Source: an optimization exercise on an open RTL-to-GDS flow (aim: small area). Production flows keep margins and buffers that such runs may drop.
Function was checked by simulation only, so behaviour that the tests miss may differ from the original.
Power figures rest on the tool's default switching activity, not on a simulated workload.

## the reference run
==> flow/design.v <==
`timescale 1ns/1ps
module ALUG13 (
    input               clk,
    input               rst_n,
    input      [63:0]   A,
    input      [63:0]   B,
    input      [3:0]    op_code,
    input      [5:0]    sub_start,
    input      [5:0]    sub_len,
    input      [5:0]    shift_amt,
    output reg [63:0]   O,
    output reg          overflow
);
    wire [3:0] o = op_code;
    wire op_add  = (o == 4'd0);
    wire op_sub  = (o == 4'd1);
    wire op_and  = (o == 4'd2);
    wire op_or   = (o == 4'd3);
    wire op_xnor = (o == 4'd4);
    wire op_gt   = (o == 4'd5);
    wire op_shl  = (o == 4'd6);
    wire op_shr  = (o == 4'd7);
    wire op_sub8 = (o == 4'd8);
    wire op_rgt  = (o == 4'd9);
    wire op_lgt  = (o == 4'd10);
    wire left    = o[1] & ~o[0];         
    wire msk_in  = ~(o[1] | o[0]);       
    wire rev     = ~o[0];                
    wire inv_b   = o[0] & ~o[1];         
    wire cin     = o[0] & ~o[2];         
    integer k;
    reg  [63:0] lmask;
    always @(*) begin
        for (k = 0; k < 64; k = k + 1)
            lmask[k] = (k < sub_len);
    end
    reg  [63:0] sh_in, X;
    always @(*) begin
        for (k = 0; k < 64; k = k + 1)
            sh_in[k] = msk_in ? lmask[63-k] : (left ? A[63-k] : A[k]);
    end
    wire [5:0]  amt = msk_in ? sub_start : shift_amt;
    wire [63:0] sr  = sh_in >> amt;
    always @(*) begin
        for (k = 0; k < 64; k = k + 1)
            X[k] = rev ? sr[63-k] : sr[k];
    end
    wire [63:0] Q = B ^ {64{inv_b}};
    wire [63:0] g = A & Q;
    wire [63:0] p = A ^ Q;
    reg [63:0] G, T;
    integer l, i;
    always @(*) begin
        G = g;
        T = p;
        G[0] = g[0] | (p[0] & cin);
        for (l = 0; l < 6; l = l + 1) begin
            for (i = (2 << l) - 1; i < 64; i = i + (2 << l)) begin
                G[i] = G[i] | (T[i] & G[i - (1 << l)]);
                T[i] = T[i] & T[i - (1 << l)];
            end
        end
        for (l = 4; l >= 0; l = l - 1) begin
            for (i = 3 * (1 << l) - 1; i < 64; i = i + (2 << l)) begin
                G[i] = G[i] | (T[i] & G[i - (1 << l)]);
                T[i] = T[i] & T[i - (1 << l)];
            end
        end
    end
    wire [63:0] c   = {G[62:0], cin};
    wire [63:0] sum = p ^ c;
    wire        co  = G[63];
    reg [63:0] CG, CP;
    integer w;
    always @(*) begin
        CG = X & ~B;
        CP = X | ~B;
        for (w = 1; w < 64; w = w * 2)
            for (i = 0; i < 64; i = i + 2 * w) begin
                CG[i] = CG[i + w] | (CP[i + w] & CG[i]);
                CP[i] = CP[i + w] & CP[i];
            end
    end
    wire xgt = CG[0];
    wire eq = ~|(p & X);
    reg [63:0] result;
    reg        carry;
    always @(*) begin
        result = ({64{op_add | op_sub}} & sum)
               | ({64{op_and}}  & g)
               | ({64{op_or}}   & (g | p))
               | ({64{op_xnor}} & ~p)
               | ({64{op_shl | op_shr}} & X);
        result[0] = result[0] | (op_gt & co) | ((op_rgt | op_lgt) & xgt) | (op_sub8 & eq);
        carry = (op_add & co) | (op_sub & ~co);
    end
    always @(posedge clk or negedge rst_n) begin
        if (!rst_n) begin
            O <= 64'b0;
            overflow <= 1'b0;
        end
        else begin
            O <= result;
            overflow <= carry;
        end
    end
endmodule
==> flow/config.mk <==
export PLATFORM = sky130hd
export DESIGN_NAME = ALUG13
export DESIGN_NICKNAME = ALUG13
export VERILOG_FILES = /design/flow/design.v
export SDC_FILE = /design/flow/constraint.sdc
export NUM_CORES = 4
export LEC_CHECK = 0
export CAP_MARGIN = 20
export CORE_MARGIN = 2
export CORE_UTILIZATION = 60
export SLEW_MARGIN = 20
==> flow/constraint.sdc <==
create_clock -name core_clock -period 9.0 [get_ports {clk}]
set_input_delay 1.8000 -clock core_clock [delete_from_list [all_inputs] [get_ports {clk}]]
set_output_delay 1.8000 -clock core_clock [all_outputs]
set_load 0.01 [all_outputs]
standard.sh (not shown) runs the stock make flow with config.mk's settings and CLKGATE_MAP_FILE= SYNTH_SCRIPT=/design/flow/synth_recipe.tcl, a recipe that flattens the netlist after the stock synthesis.
==> flow/flow/run.sh <==
#!/bin/bash
# The standard ORFS layout (standard.sh) with two changes:
#  - synthesis maps the logic with an area-first ABC script
#    (flow/abc_area.script: area mapping, then buffering and sizing against a
#    6 ns target) instead of the default delay-first one, and without the
#    separate full/half adder extraction; the Yosys front end, register
#    mapping, flatten and renaming are the standard ones (synth_recipe.tcl);
#  - port buffers use sky130_fd_sc_hd__buf_1;
#  - clock tree synthesis uses sky130_fd_sc_hd__clkbuf_8 and no dummy loads.
# Each tool's output goes to its own log here and under orfs/logs.
set -euo pipefail
W=$(pwd)
cp flow/abc_area.script "$W/abc_area.script"
sed "s|^source \$::env(SCRIPTS_DIR)/synth_preamble.tcl|&\nset abc_args [list -script $W/abc_area.script {*}\$lib_args {*}\$lib_dont_use_args -constr \$::env(OBJECTS_DIR)/abc.constr -D 6000]|" \
    "$FLOW_HOME/scripts/synth.tcl" > "$W/synth_core.tcl"
grep -q "abc_area.script {\*}" "$W/synth_core.tcl"
sed "s|\$::env(SCRIPTS_DIR)/synth.tcl|$W/synth_core.tcl|" synth_recipe.tcl > "$W/my_synth.tcl"
grep -q "synth_core.tcl" "$W/my_synth.tcl"
ARGS=(SYNTH_SCRIPT="$W/my_synth.tcl" ADDER_MAP_FILE= "BUFFER_PORTS_ARGS=-buffer_cell sky130_fd_sc_hd__buf_1"
      "CTS_ARGS=-sink_clustering_enable -repair_clock_nets -buf_list sky130_fd_sc_hd__clkbuf_8 -root_buf sky130_fd_sc_hd__clkbuf_8 -dont_use_dummy_load")
bash standard.sh "${ARGS[@]}" synth > "$W/synth.log" 2>&1
grep -q "abc_area.script" orfs/logs/*/ALUG13/base/1_2_yosys.log
bash standard.sh "${ARGS[@]}" finish > "$W/layout.log" 2>&1
==> flow/flow/abc_area.script <==
strash
dch
amap
topo
buffer -c
upsize -c
dnsize -c
The reference run ended with every stage complete and zero timing, DRC or antenna violations.
Here is what was changed in the inputs of the trial run compared with the reference run.
Settings: a change of CORE_UTILIZATION from 60 to 30.
==> flow/flow/run.sh <==
#!/bin/bash
# The standard ORFS layout (standard.sh) with two changes:
#  - synthesis maps the logic with an area-first ABC script
#    (flow/abc_area.script: area mapping, then buffering and sizing against a
#    6 ns target) instead of the default delay-first one, and without the
#    separate full/half adder extraction; the Yosys front end, register
#    mapping, flatten and renaming are the standard ones (synth_recipe.tcl);
#  - port buffers use sky130_fd_sc_hd__buf_1.
# Each tool's output goes to its own log here and under orfs/logs.
set -euo pipefail
W=$(pwd)
cp flow/abc_area.script "$W/abc_area.script"
sed "s|^source \$::env(SCRIPTS_DIR)/synth_preamble.tcl|&\nset abc_args [list -script $W/abc_area.script {*}\$lib_args {*}\$lib_dont_use_args -constr \$::env(OBJECTS_DIR)/abc.constr -D 6000]|" \
    "$FLOW_HOME/scripts/synth.tcl" > "$W/synth_core.tcl"
grep -q "abc_area.script {\*}" "$W/synth_core.tcl"
sed "s|\$::env(SCRIPTS_DIR)/synth.tcl|$W/synth_core.tcl|" synth_recipe.tcl > "$W/my_synth.tcl"
grep -q "synth_core.tcl" "$W/my_synth.tcl"
ARGS=(SYNTH_SCRIPT="$W/my_synth.tcl" ADDER_MAP_FILE= "BUFFER_PORTS_ARGS=-buffer_cell sky130_fd_sc_hd__buf_1")
bash standard.sh "${ARGS[@]}" synth > "$W/synth.log" 2>&1
grep -q "abc_area.script" orfs/logs/*/ALUG13/base/1_2_yosys.log
bash standard.sh "${ARGS[@]}" finish > "$W/layout.log" 2>&1
### Flow results
Of the reference run and the trial run, the higher proportion of power drawn by the clock network belongs to the trial run. The trial run against the reference run; number of signal-net buffers in the layout is up slightly. From the reference run to the trial run, post-synthesis net count did not move at all. The reference run → the trial run: final-layout worst hold slack grew by 0.045 ns; routability-driven placement congestion ratio now sits lower; setup slack saw a decrease; cell area went up; instance count on the critical path went down 3.8%. Compared to the reference run, the routing of the trial run uses more wire. Instance area after placement: higher on the trial run. The trial run reports its critical path launch point as op_code[1] while the reference run reports op_code[0]. In the trial run relative to the reference run, detailed-route vias per instance had gone down by more than 10%.

-- static timing again, ports no longer ideal --
The results above use ideal ports. As a check the final layouts listed here were re-extracted and re-timed, cells and wires unchanged.
Step 1 (the two cells are an assumption about what drives the block):
set clk [get_ports {clk}]
set_driving_cell -lib_cell sky130_fd_sc_hd__clkbuf_16 $clk
set_driving_cell -lib_cell sky130_fd_sc_hd__buf_2 [delete_from_list [all_inputs] $clk]
Step 2 moves the port delays by t, midway between the first and last clock arrival at a register: inputs arrive t later, outputs are due t later. That takes back most of the time a late clock gives input paths.
Three values: no drivers, after step 1, after step 2; two values: the first two.
run | shift t [ns] | setup slack, ns | worst setup path after step 2 | cell pins on the clock port's net
the reference run | 0.408 | 1.042 / 1.061 / 0.652 | input to register | 1
the trial run | 0.420 | 0.630 / 0.663 / 0.243 | input to register | 1
After both steps every run listed still meets setup and hold. For the reference run, which loses most, drivers alone change the setup slack by +0.019 ns; drivers and shift together by -0.390 ns.
